Background: an optimization exercise with open tools, aiming at a short achievable clock period and few clock cycles. Do not read the settings as production practice.
Only simulation tests tie the RTL to the original design; equivalence was not proved.
Power figures rest on the tool's default switching activity, not on a simulated workload.

// Mips
module Mips (
    input clock,
    input reset,
    output [9:0] imem_addr,
    input [31:0] imem_data,
    output [9:0] dmem_addr,
    output [31:0] dmem_wdata,
    output dmem_we,
    input [31:0] dmem_rdata
);
    localparam CSW = 252;    
    reg  [9:0]  pcO, pcI;
    wire [9:0]  pcF = pcI;
    reg         vD;
    reg  [31:0] irD;
    reg  [9:0]  pc1D;        
    reg         predD;       
    reg         kE;
    reg         wrE;         
    reg         lateE;       
    reg         lwE, swE, mulE, brE, jrE, ovchkE;
    reg         addiuE;      
    reg  [4:0]  destE;
    reg  [31:0] aE, bE;      
    reg  [11:0] immE;
    reg         sAM, sBM;    
    reg         mAM, mBM;
    reg         cAM, cBM;
    reg         subE;
    reg  [7:0]  selE;        
    reg  [1:0]  bropE;
    reg         tgtOkE, fallOkE;
    reg  [9:0]  tgtE, pc1E;
    reg  [9:0]  jrPredE;     
    reg         weM, lwM, swM, mulM;
    reg  [4:0]  destM;
    reg  [31:0] resM;
    reg  [9:0]  addrM;
    reg  [31:0] wdataM;
    reg  [CSW-1:0] csM;
    reg         weW, mulW;
    reg  [4:0]  destW;
    reg  [31:0] resW;
    reg  [31:0] raW, rbW;
    reg  [31:0] rf [0:31];
    wire [5:0] opF = imem_data[31:26];
    wire [9:0] pc1F = pcF + 10'd1;
    wire jF  = (opF == 6'h02);
    wire brF = (opF[5:2] == 4'b0001);
    wire sameF = (imem_data[25:21] == imem_data[20:16]);
    wire backF = imem_data[15];
    reg  [15:0] bhtV, bhtT;
    wire [3:0] bhtIdxF = pcF[3:0];
    wire dynF = bhtV[bhtIdxF] ? bhtT[bhtIdxF] : backF;
    reg  guessF;
    always @(*) begin
        case (opF[1:0])
  ...
Size in the first run: ~1,700 flip-flops, roughly 120 I/O pins.
export LEC_CHECK = 0
export CAP_MARGIN = 20
export CORE_MARGIN = 2
export CORE_UTILIZATION = 50
export SLEW_MARGIN = 20
create_clock -name core_clock -period 12.0 [get_ports {clock}]
standard.sh (not shown) runs the stock make flow with config.mk's settings and CLKGATE_MAP_FILE= SYNTH_SCRIPT=/design/flow/synth_recipe.tcl, a recipe that flattens the netlist after the stock synthesis.
==> flow/flow/run.sh <==
#!/bin/bash
# The standard layout (standard.sh: the standard flow's synthesis and ORFS flow, unchanged)
# with two layout settings:
#  - timing repair aims for more setup slack than the clock period needs, so
#    that the layout runs faster than the period;
#  - ports are buffered with buf_4 (the default pick is a slow delay buffer).
# The make output goes to flow.log here; ORFS keeps each tool's own log under
# orfs/logs/.
set -euo pipefail
bash standard.sh SETUP_SLACK_MARGIN=8.5 "BUFFER_PORTS_ARGS=-buffer_cell sky130_fd_sc_hd__buf_4" finish > flow.log 2>&1
Testbench counts at the start, summed over its fixed seeds: cycles 67,036.
==> next run, changes <==
--- a/flow/design.v
+++ b/flow/design.v
@@ -2614,18 +2614,19 @@
     reg         lateE;       
     reg         lwE, swE, mulE, brE, jrE, ovchkE;
     reg         addiuE;      
     reg  [4:0]  destE;
     reg  [31:0] aE, bE;      
     reg  [11:0] immE;
     reg         sAM, sBM;    
     reg         mAM, mBM;
     reg         cAM, cBM;
+    reg         shAM;
     reg         subE;
     reg  [7:0]  selE;        
     reg  [1:0]  bropE;
     reg         tgtOkE, fallOkE;
     reg  [9:0]  tgtE, pc1E;
     reg  [9:0]  jrPredE;     
     reg         weM, lwM, swM, mulM;
     reg  [4:0]  destM;
     reg  [31:0] resM;
@@ -2685,19 +2686,18 @@
             end
             if (gi >= 8) begin : l4
                 assign kg4[gi] = kg3[gi] | (kp3[gi] & kg3[gi-8]);
             end else begin : l4n
                 assign kg4[gi] = kg3[gi];
             end
         end
     endgenerate
     wire [9:0] brTgtF = kp0 ^ {kg4[8:0], 1'b0};
-    wire [9:0] nextF = jF ? imem_data[9:0] : (predF ? brTgtF : pc1F);
     wire [5:0] op = irD[31:26];
     wire [5:0] fn = irD[5:0];
     wire [4:0] rs = irD[25:21];
     wire [4:0] rt = irD[20:16];
     wire [4:0] rd = irD[15:11];
     wire rtype  = (op == 6'h00);
     wire fAdd   = rtype & (fn == 6'h20);
     wire fAddu  = rtype & (fn == 6'h21);
     wire fSub   = rtype & (fn == 6'h22);
@@ -2740,29 +2740,51 @@
     wire matchAM = (rs == destM);
     wire matchBM = (rt == destM);
     wire stallD = vD & ((lateEv & ((usesA & matchAE) | (usesB & matchBE)))
                       | (mulM & ((usesA & matchAM) | (usesB & matchBM))));
     wire [9:0] brTgtD = pc1D + irD[9:0];
     wire tgtIsFall    = (irD[9:0] == 10'd0);    
     wire [31:0] A = sAM ? resM : aE;
     wire [31:0] B = sBM ? resM : bE;
     wire [31:0] Bs  = sBM ? (resM ^ {32{subE}}) : bE;
-    wire [31:0] sum = A + Bs + {31'b0, subE};
-    wire ov = (A[31] == Bs[31]) & (sum[31] != A[31]);
-    wire [31:0] sraR = $signed(B) >>> A[4:0];
+    wire [31:0] ag0 = A & Bs;
+    wire [31:0] ap0 = A ^ Bs;
+    wire [31:0] ag [0:5];
+    wire [31:0] apr [0:5];
+    assign ag[0]  = {ag0[31:1], ag0[0] | (ap0[0] & subE)};
+    assign apr[0] = ap0;
+    genvar ai, al;
+    generate
+        for (al = 0; al < 5; al = al + 1) begin : aks
+            for (ai = 0; ai < 32; ai = ai + 1) begin : b
+                if (ai >= (1 << al)) begin : c
+                    assign ag[al+1][ai]  = ag[al][ai] | (apr[al][ai] & ag[al][ai - (1 << al)]);
+                    assign apr[al+1][ai] = apr[al][ai] & apr[al][ai - (1 << al)];
+                end else begin : n
+                    assign ag[al+1][ai]  = ag[al][ai];
+                    assign apr[al+1][ai] = apr[al][ai];
+                end
+            end
+        end
+    endgenerate
+    wire [32:0] acarry = {ag[5], subE};      
+    wire [31:0] sum = ap0 ^ acarry[31:0];
+    wire ov = acarry[31] ^ acarry[32];
+    wire [4:0] sa = shAM ? resM[4:0] : aE[4:0];
+    wire [31:0] sraR = $signed(B) >>> sa;
     wire [31:0] res =
           ({32{selE[0]}} & sum)
         | ({32{selE[1]}} & (A & B))
         | ({32{selE[2]}} & (A | B))
         | ({32{selE[3]}} & (A ^ B))
         | ({32{selE[4]}} & ~(A | B))
-        | ({32{selE[5]}} & (B << A[4:0]))
-        | ({32{selE[6]}} & (B >> A[4:0]))
+        | ({32{selE[5]}} & (B << sa))
+        | ({32{selE[6]}} & (B >> sa))
         | ({32{selE[7]}} & sraR);
     wire weE = wrE & ~kE & ~(ovchkE & ov);
     wire eqAB = (aE == bE);
     wire eqMB = (resM == bE);
     wire eqAM = (aE == resM);
     wire leAB = ($signed(aE) <= $signed(bE));
     wire leMB = ($signed(resM) <= $signed(bE));
     wire leAM = ($signed(aE) <= $signed(resM));
     wire eq = cAM ? (cBM | eqMB) : (cBM ? eqAM : eqAB);
@@ -2803,21 +2825,23 @@
     assign dmem_we    = swM;
     wire goD = vD & ~stallD;    
     wire missT = brV & ~tgtOkE;      
     wire missN = brV & ~fallOkE;     
     wire jrRe  = jrV & jrMiss;
     wire [9:0] ovrT = redirD ? asum[11:2] : missT ? tgtE : jrRe ? jrT : pcF;
     wire [9:0] ovrN = redirD ? asum[11:2] : missN ? pc1E : jrRe ? jrT : pcF;
     wire selT = redirD | missT | jrRe | stallD;
     wire selN = redirD | missN | jrRe | stallD;
-    wire [9:0] pcIfT = selT ? ovrT : nextF;
-    wire [9:0] pcIfN = selN ? ovrN : nextF;
-    wire [9:0] pcNext = taken ? pcIfT : pcIfN;
+    wire [9:0] seqF  = jF ? imem_data[9:0] : pc1F;
+    wire [9:0] pcIfT = selT ? ovrT : seqF;
+    wire [9:0] pcIfN = selN ? ovrN : seqF;
+    wire useTgt = predF & ~jF & ~(taken ? selT : selN);
+    wire [9:0] pcNext = useTgt ? brTgtF : (taken ? pcIfT : pcIfN);
     always @(posedge clock or negedge reset) begin
         if (~reset)
             pcI <= 10'd0;
         else if (~stallD | brV | jrV | redirD)
             pcI <= pcNext;
     end
     always @(posedge clock or negedge reset) begin
         if (~reset) begin
             pcO <= 10'd0;
@@ -2853,18 +2877,24 @@
     always @(posedge clock or negedge reset) begin
         if (~reset) begin
             cAM <= 1'b0;
             cBM <= 1'b0;
         end else begin
             cAM <= weE & matchAE;
             cBM <= usesB & weE & matchBE;
         end
     end
+    always @(posedge clock or negedge reset) begin
+        if (~reset)
+            shAM <= 1'b0;
+        else if (goD)
+            shAM <= weE & matchAE;
+    end
     wire [3:0] bhtIdxE = pc1E[3:0] - 4'd1;
     always @(posedge clock or negedge reset) begin
         if (~reset) begin
             bhtV <= 16'd0;
             bhtT <= 16'd0;
         end else if (brV & bropE[1]) begin
             bhtV[bhtIdxE] <= 1'b1;
             bhtT[bhtIdxE] <= taken;
         end
The changed run finished with timing, DRC and antenna clean.
Wire length rose by 3.0%.
Flip-flop and latch count rose by 1.
Die area fell by about 0.5%.
Worst setup slack gets better by 0.16 ns.
Cell area rose by 2.2%.
Utilization rose by 1.5 points.
Area after synthesis fell by 0.48%.
Clock power fell by about 4%.
Sequential power rose by about 4.5%.
Critical path depth rose by 1.
Clock-buffer cell count rose by 21.
Testbench counts after the change, summed over its fixed seeds: cycles 67,036.

[what the ideal ports hide]
No port has a modelled driver above. Below, the same layouts with a new extraction and two added sets of constraints. Step 1 (the two cells are an assumption about what drives the block):
set clk [get_ports {clock}]
set_driving_cell -lib_cell sky130_fd_sc_hd__clkbuf_16 $clk
set_driving_cell -lib_cell sky130_fd_sc_hd__buf_2 [delete_from_list [all_inputs] $clk]
Step 2, shift: input delay + t, output delay - t, t = (earliest + latest rising clock arrival at the registers) / 2. This alone moves slack from input paths to output paths. Three values: no drivers, after step 1, after step 2; two values: the first two.
run | shift t [ns] | slack for setup (ns) | worst setup path at the end | worst register clock-pin slew, ns | cell pins on the clock port's net
the first run | 0.961 | 7.714 / 7.714 / 7.362 | input to register | 0.07 / 0.07 | 1
the second run | 0.950 | 7.872 / 7.872 / 7.534 | input to register | 0.07 / 0.07 | 1
After both steps every run listed still meets setup and hold. The setup slack of the first run, which loses most, moves by 0.000 ns with the drivers and by -0.352 ns with both steps.
